What follows belongs to an exercise in optimizing a design on an open flow for small area, a short achievable clock period and few clock cycles per item; a production flow would make more cautious choices.
Function was checked by simulation only, so behaviour that the tests miss may differ from the original.

## v30
==> flow/design.v (excerpt) <==
module INV #(
    parameter DATA_W    = 32,
    parameter INT_BITS  = 8,
    parameter FRAC_BITS = 24,
    parameter N_ITER    = 3
)(
    input  wire                 clk,
    input  wire                 rstn,
    input  wire                 start,
    input  wire [DATA_W-1:0]    dd,      
    output wire [DATA_W-1:0]    q,       
    output reg                  done
);
clock: 12.0 ns
lec_check: 0
abc_area: 1
cap_margin: 20
core_margin: 2
core_utilization: 60
place_density: 0.75
setup_slack_margin: 5
slew_margin: 20
synth_hierarchical: 1
synth_minimum_keep_size: 0
run.sh (not shown) runs the stock make flow with config.mk's settings and CLKGATE_MAP_FILE= SYNTH_SCRIPT=/design/flow/synth_recipe.tcl, a recipe that flattens the netlist after the stock synthesis.
v30: no failed stages, no open violations at the end
Testbench counts of v30, summed over its fixed seeds: cycles 9,600, items 1,600.
--- input diff v30..v22 ---
- removing PLACE_DENSITY (formerly 0.75)
- changing CORE_UTILIZATION from 60 to 40
- changing SETUP_SLACK_MARGIN from 5 to 6.5
==> flow/flow/run.sh (new file) <==
#!/bin/bash
set -euo pipefail
cat >> config.mk <<'EOC'
export SETUP_SLACK_MARGIN = 6.5
EOC
bash standard.sh > standard_flow.log 2>&1
==> flow/standard.sh (new file) <==
#!/bin/bash
# synth_recipe.tcl (not shown) runs the flow's synth.tcl, then flattens the netlist and writes it again
# the make line also repeats each setting of config.mk as NAME=value (left out here)
make -C /OpenROAD-flow-scripts/flow DESIGN_CONFIG=/design/flow/config.mk WORK_HOME=/design/flow/orfs CLKGATE_MAP_FILE= SYNTH_SCRIPT=/design/flow/synth_recipe.tcl "${@:-finish}"
removed: flow/run.sh
Notes after the runs:
v22 ends up with a worst slack on hold paths that is 4.9 ps lower than in v30. v30 vs v22, critical path startpoint: b_one[5] vs a[17]. Delta (v22 minus v30): via count shrank by about 3%.
### v22 -> v36
- SETUP_SLACK_MARGIN: 6.5 -> 5
==> flow/run.sh (new file) <==
#!/bin/bash
# synth_recipe.tcl (not shown) runs the flow's synth.tcl, then flattens the netlist and writes it again
# the make line also repeats each setting of config.mk as NAME=value (left out here)
make -C /OpenROAD-flow-scripts/flow DESIGN_CONFIG=/design/flow/config.mk WORK_HOME=/design/flow/orfs CLKGATE_MAP_FILE= SYNTH_SCRIPT=/design/flow/synth_recipe.tcl finish
removed: flow/flow/run.sh
removed: flow/standard.sh
## What came out
Time the final worst path needs with I/O delays and setup | v36 above v22. v36 gives more final cycle utilization of the critical path than v22 did. Per the comparison of v36 with v22, starting utilization of the core area roughly the same, worst setup slack lower, data arrival time of the critical path higher, via count of the first global-routing pass lower. Of v22 and v36, v22 shows the higher met1 layer usage reported by global route, with v36 below it. Between v36 and v22, it is v36 whose critical path depth is lower, by 3.

* * *

run a:
INV, a different RTL version from the one above (not shown whole).
Size: ~3600 cells after synthesis, about 150 flip-flops, roughly 68 I/O pins, about 0.030 mm² of cells after synthesis.
clock: 12.0 ns
lec_check: 0
abc_area: 1
cap_margin: 20
core_margin: 2
core_utilization: 40
slew_margin: 20
synth_hierarchical: 1
synth_minimum_keep_size: 0
setup_slack_margin: 6.5
standard.sh (not shown) runs the stock make flow with config.mk's settings and CLKGATE_MAP_FILE= SYNTH_SCRIPT=/design/flow/synth_recipe.tcl, a recipe that flattens the netlist after the stock synthesis.
==> flow/flow/run.sh <==
#!/bin/bash
set -e
cp standard.sh standard_sh_copy.log
cp config.mk config_orig_copy.log
cat >> config.mk <<'EOC'
export SETUP_SLACK_MARGIN = 6.5
EOC
bash standard.sh > standard_flow.log 2>&1
Run a reached the end of the flow, and the finished layout is clean on the timing, design-rule and antenna checks.
Testbench counts of run a, summed over its fixed seeds: cycles 9,600, items 1,600.
## Diff of input files: run b against run a
Settings: changing SETUP_SLACK_MARGIN from 6.5 to 5.
==> flow/run.sh (new file) <==
#!/bin/bash
# synth_recipe.tcl (not shown) runs the flow's synth.tcl, then flattens the netlist and writes it again
# the make line also repeats each setting of config.mk as NAME=value (left out here)
make -C /OpenROAD-flow-scripts/flow DESIGN_CONFIG=/design/flow/config.mk WORK_HOME=/design/flow/orfs CLKGATE_MAP_FILE= SYNTH_SCRIPT=/design/flow/synth_recipe.tcl finish
removed: flow/flow/run.sh
removed: flow/standard.sh
--- outcome ---
- In run b, met3 routing resource usage after global routing is lower than in run a.
- Sort run b and run a by final design instance area without fill, descending, and run a comes first.
- Run a was carried through to the last stage, and its layout satisfied the timing, design-rule and antenna checks.
- Run b completed end to end with timing, DRC and antenna clean.
- Run b vs run a — length of routed met3 wiring dropped by more than 10%
- Register-to-register slack (lower): run b
- Summary: with run a as the reference, final routed wirelength across all metal layers in run b moved down by a few percent.
- In run b relative to run a, non-filler instance count after layout had gone down by a few percent.
- Looking at routed length per placed instance, run b sits below run a.
- Area fraction of clock buffers and clock inverters: run b > run a
- Run b — fraction of standard cell area that is sequential 1.2 points higher, run a as reference

* * *

INV, a different RTL version from the one above (not shown whole).
Size: ~3200 cells after synthesis, about 85 flip-flops, roughly 68 I/O pins.
export LEC_CHECK = 0
export ABC_AREA = 1
export CAP_MARGIN = 20
export CORE_MARGIN = 2
export CORE_UTILIZATION = 40
export SLEW_MARGIN = 20
export SYNTH_HIERARCHICAL = 1
export SYNTH_MINIMUM_KEEP_SIZE = 0
export SETUP_SLACK_MARGIN = 5.3
create_clock -name core_clock -period 12.0 [get_ports {clk}]
==> flow/flow/run.sh <==
#!/bin/bash
set -euo pipefail
cat >> config.mk <<'EOC'
export SETUP_SLACK_MARGIN = 5.3
EOC
bash standard.sh > standard_flow.log 2>&1
The baseline finished clean.
Testbench counts at the start, summed over its fixed seeds: cycles 9,600, items 1,600.
==> next run, changes <==
--- a/flow/flow/run.sh
+++ b/flow/flow/run.sh
@@ -4 +4 @@
-export SETUP_SLACK_MARGIN = 5.3
+export SETUP_SLACK_MARGIN = 6.1
SETUP_SLACK_MARGIN = 6.1   (was 5.3)
=> The new run ran to the end with no violations; utilization came out higher by 4.2 points; cell area came out higher by 9.7%; non-clock buffer count came out higher by 68; global-route usage came out higher by 2.1 points; routed wire length came out higher by 8.9%; area after synthesis is unchanged; worst setup slack gains 0.40 ns; worst hold slack is about the same; first-iteration DRC count came out higher by 24%; clock skew is about the same.
==> next run, changes <==
==> flow/run.sh (new file) <==
#!/bin/bash
# synth_recipe.tcl (not shown) runs the flow's synth.tcl, then flattens the netlist and writes it again
# the make line also repeats each setting of config.mk as NAME=value (left out here)
make -C /OpenROAD-flow-scripts/flow DESIGN_CONFIG=/design/flow/config.mk WORK_HOME=/design/flow/orfs CLKGATE_MAP_FILE= SYNTH_SCRIPT=/design/flow/synth_recipe.tcl finish
SETUP_SLACK_MARGIN = 5   (was 6.1)
removed: flow/flow/run.sh
removed: flow/standard.sh
=> Critical path depth came out lower by 1. Routed wire length came out lower by 8.2%. Clock skew stays flat. Final area came out lower by 9.4%. Setup slack loses 0.63 ns.
==> next run, changes <==
==> flow/flow/run.sh (new file) <==
#!/bin/bash
set -euo pipefail
cat >> config.mk <<'EOC'
export SETUP_SLACK_MARGIN = 6.0
EOC
bash standard.sh > standard_flow.log 2>&1
==> flow/standard.sh (new file) <==
#!/bin/bash
# synth_recipe.tcl (not shown) runs the flow's synth.tcl, then flattens the netlist and writes it again
# the make line also repeats each setting of config.mk as NAME=value (left out here)
make -C /OpenROAD-flow-scripts/flow DESIGN_CONFIG=/design/flow/config.mk WORK_HOME=/design/flow/orfs CLKGATE_MAP_FILE= SYNTH_SCRIPT=/design/flow/synth_recipe.tcl "${@:-finish}"
ABC_AREA = not set   (was 1)
SETUP_SLACK_MARGIN = 6.0   (was 5)
removed: flow/run.sh
After rerunning:
- design area rose by about 14%
- worst setup slack gets better by 0.43 ns
- wire length is higher by 18%
- maximum frequency rises by 6.9%
- hold slack is better by 0.024 ns
- non-clock buffer count rises by 196
- via count climbs by 2.7%
- clock skew goes up by 0.0036 ns

* * *

Another version of the RTL of INV (not shown whole).
Size in the first run: roughly 2,700 cells after synthesis, about 85 flip-flops, about 68 I/O pins, about 25,000 µm² of cells after synthesis.
clock: 12.0 ns
lec_check: 0
cap_margin: 20
core_margin: 2
core_utilization: 30
setup_slack_margin: 5
slew_margin: 20
synth_hierarchical: 1
synth_minimum_keep_size: 0
run.sh (not shown) runs the stock make flow with config.mk's settings and CLKGATE_MAP_FILE= SYNTH_SCRIPT=/design/flow/synth_recipe.tcl, a recipe that flattens the netlist after the stock synthesis.
Stock flow here: none of the scripts above is used.
The starting point finished with timing, DRC and antenna clean.
Testbench counts at the start, summed over its fixed seeds: cycles 9,600, items 1,600.
==> next run, changes <==
- CORE_UTILIZATION: 30 -> 40
- PLACE_DENSITY: not set -> 0.7
Effect:
- die area came out lower by 25%
- area after synthesis is unchanged
- core utilization increases by 10 points
==> next run, changes <==
==> flow/flow/run.sh (new file) <==
#!/bin/bash
set -euo pipefail
cat >> config.mk <<'EOC'
export SETUP_SLACK_MARGIN = 6.0
EOC
bash standard.sh > standard_flow.log 2>&1
==> flow/standard.sh (new file) <==
#!/bin/bash
# synth_recipe.tcl (not shown) runs the flow's synth.tcl, then flattens the netlist and writes it again
# the make line also repeats each setting of config.mk as NAME=value (left out here)
make -C /OpenROAD-flow-scripts/flow DESIGN_CONFIG=/design/flow/config.mk WORK_HOME=/design/flow/orfs CLKGATE_MAP_FILE= SYNTH_SCRIPT=/design/flow/synth_recipe.tcl "${@:-finish}"
- PLACE_DENSITY: 0.7 -> not set
- SETUP_SLACK_MARGIN: 5 -> 6.0
removed: flow/run.sh
After rerunning:
- wire length rose by about a fifth
- worst setup slack improved by 650 ps
- clock-buffer cell count goes up by 3
- final cell count rises by a few percent
- critical path depth went up by 4
==> next run, changes <==
- ABC_AREA: not set -> 1
After rerunning: The changed run produced a clean layout; core utilization is lower by 3.0 points; fmax came out higher by 3.5%; design area rises by 0.39%; critical path depth increases by 1; cell count increases by 19%; global-route usage came out lower by 0.63 points.
==> next run, changes <==
==> flow/run.sh (new file) <==
#!/bin/bash
# synth_recipe.tcl (not shown) runs the flow's synth.tcl, then flattens the netlist and writes it again
# the make line also repeats each setting of config.mk as NAME=value (left out here)
make -C /OpenROAD-flow-scripts/flow DESIGN_CONFIG=/design/flow/config.mk WORK_HOME=/design/flow/orfs CLKGATE_MAP_FILE= SYNTH_SCRIPT=/design/flow/synth_recipe.tcl finish
- ABC_AREA: 1 -> not set
- SETUP_SLACK_MARGIN: 6.0 -> 5
removed: flow/flow/run.sh
removed: flow/standard.sh
=> Final area went down by 12%. Non-clock buffer count went down by 35. Global-route usage went down by 2.1 points. Utilization went down by 2.9 points. Routed wire length went down by about 14%. Setup slack gets worse by 820 ps. Via count went down by about 13%. Sequential cell count is unchanged. Die area went down by 6.5%. Cell count went down by about 20%.
==> next run, changes <==
==> flow/flow/run.sh (new file) <==
#!/bin/bash
set -euo pipefail
cat >> config.mk <<'EOC'
export SETUP_SLACK_MARGIN = 5.6
EOC
bash standard.sh > standard_flow.log 2>&1
==> flow/standard.sh (new file) <==
#!/bin/bash
# synth_recipe.tcl (not shown) runs the flow's synth.tcl, then flattens the netlist and writes it again
# the make line also repeats each setting of config.mk as NAME=value (left out here)
make -C /OpenROAD-flow-scripts/flow DESIGN_CONFIG=/design/flow/config.mk WORK_HOME=/design/flow/orfs CLKGATE_MAP_FILE= SYNTH_SCRIPT=/design/flow/synth_recipe.tcl "${@:-finish}"
- SETUP_SLACK_MARGIN: 5 -> 5.6
removed: flow/run.sh
What happened:
- The changed run ran to the end with no violations
- count of clock-buffer cells in the layout stays the same
- global-route usage climbs by 0.37 points
- design area goes up by 5.5%

afterwards: timing with drivers on the ports:
How much do the figures lean on ideal ports? The routed layouts below were timed once more, with nothing changed but the port constraints. Step 1 sets driving cells, clkbuf_16 on the clock port and buf_2 on the other inputs (assumed; they add their load-dependent delay and slew). Step 2 adds t to the input delays and takes it off the output delays; t is the mean of the earliest and latest rising clock arrival at the registers after step 1. Input paths then give back, and output paths get back, about the clock's delay inside the block. Slacks: no drivers / after step 1 / after step 2; pairs: no drivers / after step 1.
run | shift t [ns] | setup WS [ns] | hold slack, ns | worst setup path at the end | clock arrival spread, ns
v30 | 0.493 | 5.062 / 5.062 / 5.062 | 0.520 / 0.520 / 0.520 | register to register | 0.011 / 0.012
v22 | 0.490 | 5.968 / 5.968 / 5.968 | 0.515 / 0.515 / 0.515 | register to register | 0.011 / 0.011
v36 | 0.490 | 5.189 / 5.189 / 5.189 | 0.506 / 0.506 / 0.506 | register to register | 0.010 / 0.009
run a | 0.508 | 6.060 / 6.060 / 6.060 | 0.515 / 0.515 / 0.515 | register to register | 0.026 / 0.026
run b | 0.506 | 5.164 / 5.164 / 5.164 | 0.495 / 0.495 / 0.495 | register to register | 0.016 / 0.016
the first run of note 3 | 0.400 | 5.545 / 5.545 / 5.545 | 0.536 / 0.536 / 0.536 | register to register | 0.011 / 0.011
the second run of note 3 | 0.401 | 5.946 / 5.946 / 5.946 | 0.533 / 0.533 / 0.533 | register to register | 0.011 / 0.012
the third run of note 3 | 0.396 | 5.316 / 5.316 / 5.316 | 0.536 / 0.536 / 0.536 | register to register | 0.011 / 0.011
the fourth run of note 3 | 0.390 | 5.747 / 5.747 / 5.747 | 0.559 / 0.559 / 0.559 | register to register | 0.014 / 0.015
the first run of note 4 | 0.394 | 5.179 / 5.179 / 5.179 | 0.514 / 0.514 / 0.514 | register to register | 0.013 / 0.012
the second run of note 4 | 0.396 | 5.144 / 5.144 / 5.144 | 0.487 / 0.487 / 0.487 | register to register | 0.009 / 0.009
the third run of note 4 | 0.402 | 5.796 / 5.796 / 5.796 | 0.562 / 0.562 / 0.562 | register to register | 0.017 / 0.017
the fourth run of note 4 | 0.413 | 6.007 / 6.007 / 6.007 | 0.517 / 0.517 / 0.517 | register to register | 0.015 / 0.015
the fifth run of note 4 | 0.398 | 5.183 / 5.183 / 5.183 | 0.571 / 0.571 / 0.571 | register to register | 0.017 / 0.017
the sixth run of note 4 | 0.394 | 5.714 / 5.714 / 5.714 | 0.571 / 0.571 / 0.571 | register to register | 0.016 / 0.016
After both steps every run listed still meets setup and hold.
